What follows belongs to an exercise in optimizing a design on an open flow for small area; a production flow would make more cautious choices. At most, simulation tests tie the RTL to the original design; equivalence was not proved.

==> garnet <==
Design linear_transfomation, start of the top module:
module linear_transfomation (
	input			clock,
	input			rst_n,
	input			cal_begin,
	output			cal_valid,
	input  [11:0]	indata,
	output [11:0]	outdata,
	input  [11:0]	C00, C01, C02, C03, C04, C05, C06, C07, C08,
	input  [11:0]	C09, C10, C11, C12, C13, C14, C15, C16
);
==> module linear_transfomation, before the edit <==
module linear_transfomation (
	input			clock,
	input			rst_n,
	input			cal_begin,
	output			cal_valid,
	input  [11:0]	indata,
	output [11:0]	outdata,
	input  [11:0]	C00, C01, C02, C03, C04, C05, C06, C07, C08,
	input  [11:0]	C09, C10, C11, C12, C13, C14, C15, C16
);
reg  [3:0]	cnt;		 
wire		ready = cnt[3] & cnt[0];
always @(posedge clock, negedge rst_n)
	if (~rst_n)			cnt <= 4'd0;
	else if (ready)		cnt <= cal_begin ? 4'd0 : 4'd9;
	else				cnt <= cnt + 4'd1;
assign cal_valid = ready & ~cal_begin;
reg [11:0]	x1;
always @(posedge clock) x1 <= indata;
wire		lo_zero	= ~|x1[7:0];
wire		full	= lo_zero & |x1[11:8];
wire [3:0]	s		= x1[11:8] - {3'd0, full};
wire [2:0]	j		= s[3:1];
wire [3:0]	e		= {1'b0, j} + {3'd0, s[0]};
reg [11:0]	codd, ceven;
always @(*) begin
	case (j)
	3'd0: codd = C01;
	3'd1: codd = C03;
	3'd2: codd = C05;
	3'd3: codd = C07;
	3'd4: codd = C09;
	3'd5: codd = C11;
	3'd6: codd = C13;
	default: codd = C15;
	endcase
	case (e)
	4'd0: ceven = C00;
	4'd1: ceven = C02;
	4'd2: ceven = C04;
	4'd3: ceven = C06;
	4'd4: ceven = C08;
	4'd5: ceven = C10;
	4'd6: ceven = C12;
	4'd7: ceven = C14;
	default: ceven = C16;
	endcase
end
wire [11:0]	c_lo	= s[0] ? codd  : ceven;
wire [11:0]	c_hi	= s[0] ? ceven : codd;
wire [11:0]	dc		= c_hi - c_lo;
wire [7:0]	d		= dc[11:4];
wire [15:0]	p		= full ? {d, 8'd0} : x1[7:0] * d;
wire [11:0]	a		= {p[15:5], |p[4:2]};
reg [11:0]	y2, y3, y4, y5, y6;
always @(posedge clock) begin
	y2 <= c_lo + a;
	y3 <= y2;
	y4 <= y3;
	y5 <= y4;
	y6 <= y5;
end
assign outdata = y6;
endmodule
==> flow/config.mk <==
export PLATFORM = sky130hd
export DESIGN_NAME = linear_transfomation
export DESIGN_NICKNAME = linear_transfomation
export VERILOG_FILES = /design/flow/design.v
export SDC_FILE = /design/flow/constraint.sdc
export NUM_CORES = 4
export LEC_CHECK = 0
export ABC_AREA = 0
export CAP_MARGIN = 20
export CORE_MARGIN = 2
export CORE_UTILIZATION = 40
export PLACE_DENSITY = 0.6
export SLEW_MARGIN = 20
==> flow/constraint.sdc <==
create_clock -name core_clock -period 5.5 [get_ports {clock}]
set_input_delay 1.1000 -clock core_clock [delete_from_list [all_inputs] [get_ports {clock}]]
set_output_delay 1.1000 -clock core_clock [all_outputs]
set_load 0.01 [all_outputs]
run.sh (not shown) runs the stock make flow with config.mk's settings and CLKGATE_MAP_FILE= SYNTH_SCRIPT=/design/flow/synth_recipe.tcl, a recipe that flattens the netlist after the stock synthesis.
==> inputs of zinc, as changes to garnet <==
--- a/flow/design.v
+++ b/flow/design.v
@@ -16,11 +16,10 @@
 	else if (ready)		cnt <= cal_begin ? 4'd0 : 4'd9;
 	else				cnt <= cnt + 4'd1;
 assign cal_valid = ready & ~cal_begin;
-reg [11:0]	x1;
-always @(posedge clock) x1 <= indata;
-wire		lo_zero	= ~|x1[7:0];
-wire		full	= lo_zero & |x1[11:8];
-wire [3:0]	s		= x1[11:8] - {3'd0, full};
+reg [11:0]	x;
+always @(posedge clock) x <= indata;
+wire		full	= ~|x[7:0] & |x[11:8];
+wire [3:0]	s		= x[11:8] - {3'd0, full};
 wire [2:0]	j		= s[3:1];
 wire [3:0]	e		= {1'b0, j} + {3'd0, s[0]};
 reg [11:0]	codd, ceven;
@@ -50,14 +49,25 @@
 wire [11:0]	c_lo	= s[0] ? codd  : ceven;
 wire [11:0]	c_hi	= s[0] ? ceven : codd;
 wire [11:0]	dc		= c_hi - c_lo;
-wire [7:0]	d		= dc[11:4];
-wire [15:0]	p		= full ? {d, 8'd0} : x1[7:0] * d;
+reg [11:0]	c1;
+reg [7:0]	d1, u1;
+reg			full1;
+always @(posedge clock) begin
+	c1		<= c_lo;
+	d1		<= dc[11:4];
+	u1		<= x[7:0];
+	full1	<= full;
+end
+wire [15:0]	p		= full1 ? {d1, 8'd0} : u1 * d1;
 wire [11:0]	a		= {p[15:5], |p[4:2]};
-reg [11:0]	y2, y3, y4, y5, y6;
+reg [11:0]	c2, a2;
 always @(posedge clock) begin
-	y2 <= c_lo + a;
-	y3 <= y2;
-	y4 <= y3;
+	c2 <= c1;
+	a2 <= a;
+end
+reg [11:0]	y4, y5, y6;
+always @(posedge clock) begin
+	y4 <= c2 + a2;
 	y5 <= y4;
 	y6 <= y5;
 end
==> flow/flow/run.sh (new file) <==
#!/bin/bash
# Standard layout, with the port buffers made from the smallest buffer cell.
export BUFFER_PORTS_ARGS="-buffer_cell sky130_fd_sc_hd__buf_1"
bash standard.sh > standard.log 2>&1
==> flow/standard.sh (new file) <==
#!/bin/bash
# synth_recipe.tcl (not shown) runs the flow's synth.tcl, then flattens the netlist and writes it again
# the make line also repeats each setting of config.mk as NAME=value (left out here)
make -C /OpenROAD-flow-scripts/flow DESIGN_CONFIG=/design/flow/config.mk WORK_HOME=/design/flow/orfs CLKGATE_MAP_FILE= SYNTH_SCRIPT=/design/flow/synth_recipe.tcl "${@:-finish}"
removed: flow/run.sh
==> inputs of delta, as changes to garnet <==
--- a/flow/design.v
+++ b/flow/design.v
@@ -16,11 +16,9 @@
 	else if (ready)		cnt <= cal_begin ? 4'd0 : 4'd9;
 	else				cnt <= cnt + 4'd1;
 assign cal_valid = ready & ~cal_begin;
-reg [11:0]	x1;
-always @(posedge clock) x1 <= indata;
-wire		lo_zero	= ~|x1[7:0];
-wire		full	= lo_zero & |x1[11:8];
-wire [3:0]	s		= x1[11:8] - {3'd0, full};
+wire [11:0]	x		= indata;
+wire		full	= ~|x[7:0] & |x[11:8];
+wire [3:0]	s		= x[11:8] - {3'd0, full};
 wire [2:0]	j		= s[3:1];
 wire [3:0]	e		= {1'b0, j} + {3'd0, s[0]};
 reg [11:0]	codd, ceven;
@@ -50,13 +48,25 @@
 wire [11:0]	c_lo	= s[0] ? codd  : ceven;
 wire [11:0]	c_hi	= s[0] ? ceven : codd;
 wire [11:0]	dc		= c_hi - c_lo;
-wire [7:0]	d		= dc[11:4];
-wire [15:0]	p		= full ? {d, 8'd0} : x1[7:0] * d;
+reg [11:0]	c1;
+reg [7:0]	d1, u1;
+reg			full1;
+always @(posedge clock) begin
+	c1		<= c_lo;
+	d1		<= dc[11:4];
+	u1		<= x[7:0];
+	full1	<= full;
+end
+wire [15:0]	p		= full1 ? {d1, 8'd0} : u1 * d1;
 wire [11:0]	a		= {p[15:5], |p[4:2]};
-reg [11:0]	y2, y3, y4, y5, y6;
+reg [11:0]	c2, a2;
 always @(posedge clock) begin
-	y2 <= c_lo + a;
-	y3 <= y2;
+	c2 <= c1;
+	a2 <= a;
+end
+reg [11:0]	y3, y4, y5, y6;
+always @(posedge clock) begin
+	y3 <= c2 + a2;
 	y4 <= y3;
 	y5 <= y4;
 	y6 <= y5;
==> inputs of nickel, as changes to garnet <==
==> flow/design.v (replaced) <==
`timescale 1ns/1ps
module linear_transfomation (
	input			clock,
	input			rst_n,
	input			cal_begin,
	output			cal_valid,
	input  [11:0]	indata,
	output [11:0]	outdata,
	input  [11:0]	C00, C01, C02, C03, C04, C05, C06, C07, C08,
	input  [11:0]	C09, C10, C11, C12, C13, C14, C15, C16
);
reg  [3:0]	cnt;		 
wire		ready = cnt[3] & cnt[0];
always @(posedge clock, negedge rst_n)
	if (~rst_n)			cnt <= 4'd0;
	else if (ready)		cnt <= cal_begin ? 4'd0 : 4'd9;
	else				cnt <= cnt + 4'd1;
assign cal_valid = ready & ~cal_begin;
reg [11:0]	x;
always @(posedge clock) x <= indata;
wire		full	= ~|x[7:0] & |x[11:8];
wire [3:0]	s		= x[11:8] - {3'd0, full};
wire [2:0]	j		= s[3:1];
wire [3:0]	e		= {1'b0, j} + {3'd0, s[0]};
wire [11:0]	o01		= j[0] ? C03 : C01;
wire [11:0]	o23		= j[0] ? C07 : C05;
wire [11:0]	o45		= j[0] ? C11 : C09;
wire [11:0]	o67		= j[0] ? C15 : C13;
wire [11:0]	o03		= j[1] ? o23 : o01;
wire [11:0]	o47		= j[1] ? o67 : o45;
wire [11:0]	codd	= j[2] ? o47 : o03;
wire [11:0]	e01		= e[0] ? C02 : C00;
wire [11:0]	e23		= e[0] ? C06 : C04;
wire [11:0]	e45		= e[0] ? C10 : C08;
wire [11:0]	e67		= e[0] ? C14 : C12;
wire [11:0]	e03		= e[1] ? e23 : e01;
wire [11:0]	e47		= e[1] ? e67 : e45;
wire [11:0]	ceven	= e[3] ? C16 : e[2] ? e47 : e03;
wire [11:0]	c_lo	= s[0] ? codd  : ceven;
wire [11:0]	t		= codd + ~ceven + {11'd0, ~s[0]};
wire [11:0]	dc		= t ^ {12{s[0]}};
reg [11:0]	c1;
reg [7:0]	d1, u1;
reg			full1;
always @(posedge clock) begin
	c1		<= c_lo;
	d1		<= dc[11:4];
	u1		<= x[7:0];
	full1	<= full;
end
wire [15:0]	p		= full1 ? {d1, 8'd0} : u1 * d1;
wire [11:0]	a		= {p[15:5], |p[4:2]};
reg [11:0]	y3, y4, y5, y6;
always @(posedge clock) begin
	y3 <= c1 + a;
	y4 <= y3;
	y5 <= y4;
	y6 <= y5;
end
assign outdata = y6;
endmodule
==> flow/flow/run.sh (new file) <==
#!/bin/bash
# Standard layout, with the port buffers made from the smallest buffer cell,
# a clock tree of small buffers without dummy loads, and power (area)
# recovery on paths with positive slack.
export BUFFER_PORTS_ARGS="-buffer_cell sky130_fd_sc_hd__buf_1"
export CTS_ARGS="-sink_clustering_enable -repair_clock_nets -dont_use_dummy_load -buf_list {sky130_fd_sc_hd__clkbuf_4 sky130_fd_sc_hd__clkbuf_8}"
export RECOVER_POWER=100
bash standard.sh > standard.log 2>&1
==> flow/standard.sh (new file) <==
#!/bin/bash
# synth_recipe.tcl (not shown) runs the flow's synth.tcl, then flattens the netlist and writes it again
# the make line also repeats each setting of config.mk as NAME=value (left out here)
make -C /OpenROAD-flow-scripts/flow DESIGN_CONFIG=/design/flow/config.mk WORK_HOME=/design/flow/orfs CLKGATE_MAP_FILE= SYNTH_SCRIPT=/design/flow/synth_recipe.tcl "${@:-finish}"
- CORE_UTILIZATION: 40 -> 70
- PLACE_DENSITY: 0.6 -> 0.8
removed: flow/run.sh
==> qor summary <==
metric                                                                                     garnet                  nickel                    zinc                             delta
Initial DRC Count                                                                             292                     628                     393                               416
GRT met2 Usage                                                                              0.527                   0.679                   0.386                             0.431
Mapped Avg Cell Area                                                                    8.96 um^2               10.8 um^2               9.36 um^2                         9.36 um^2
Maximum number of pins on one net before global-route repair                                   36                      31                      26                                26
Cell Count Post-Placement                                                                    1365                     979                    1206                              1268
Maximum fanout count along the critical path                                                    7                       8                       7                                 6
Final Wtd Congestion                                                                        0.955                    1.07                   0.933                             0.942
Result of the run                                                                 failed layout checks  no timing/DRC/antenna violations  no timing/DRC/antenna violations                   failed layout checks
Layout check failures                                                                setup timing                       -                       -                      setup timing
Final setup skew                                                                        0.0109 ns               0.0309 ns               0.0115 ns                         0.0164 ns
Most common library cell in the layout ignoring fill and taps    sky130_fd_sc_hd__clkdlybuf4s50_1  sky130_fd_sc_hd__buf_1  sky130_fd_sc_hd__buf_1  sky130_fd_sc_hd__clkdlybuf4s50_1
Die Outline Area                                                                      0.0184 mm^2             0.0105 mm^2             0.0188 mm^2                       0.0188 mm^2
Initial antenna violation count                                                                 3                       4                       1                                 4
Netlist area before placement                                                        0.00691 mm^2            0.00680 mm^2            0.00707 mm^2                      0.00707 mm^2
Clock latency reported for the late side of the worst-skew pair                           0.34 ns                 0.36 ns                 0.35 ns                           0.35 ns
For delta, only the layout was checked, not whether the RTL still works.

-- what the ideal ports hide --
No port has a modelled driver above. Below, the same layouts with a new extraction and two added sets of constraints.
Step 1 assumes that a clkbuf_16 drives the clock port and a buf_2 every other input.
Step 2, shift: input delay + t, output delay - t, t = (earliest + latest rising clock arrival at the registers) / 2. This alone moves slack from input paths to output paths.
Slacks: ideal / step 1 / step 2; pairs: ideal / step 1.
| run | t (ns) | slack for setup (ns) | hold WS [ns] | worst setup path after step 2 | worst slew at a driven data input, ns |
|---|---|---|---|---|---|
| garnet | 0.370 | -4.497 / -4.497 / -4.497 | 0.324 / 0.324 / 0.324 | register to register | 0.09 |
| zinc | 0.386 | 0.367 / 0.367 / 0.367 | 0.321 / 0.321 / 0.321 | register to register | 0.08 |
| delta | 0.376 | -0.008 / 0.009 / -0.367 | 0.314 / 0.314 / 0.314 | input to register | 0.08 |
| nickel | 0.382 | 0.220 / 0.220 / 0.220 | 0.296 / 0.296 / 0.296 | register to register | 0.11 |
For delta, which loses most, drivers alone change the setup slack by +0.017 ns; drivers and shift together by -0.359 ns.
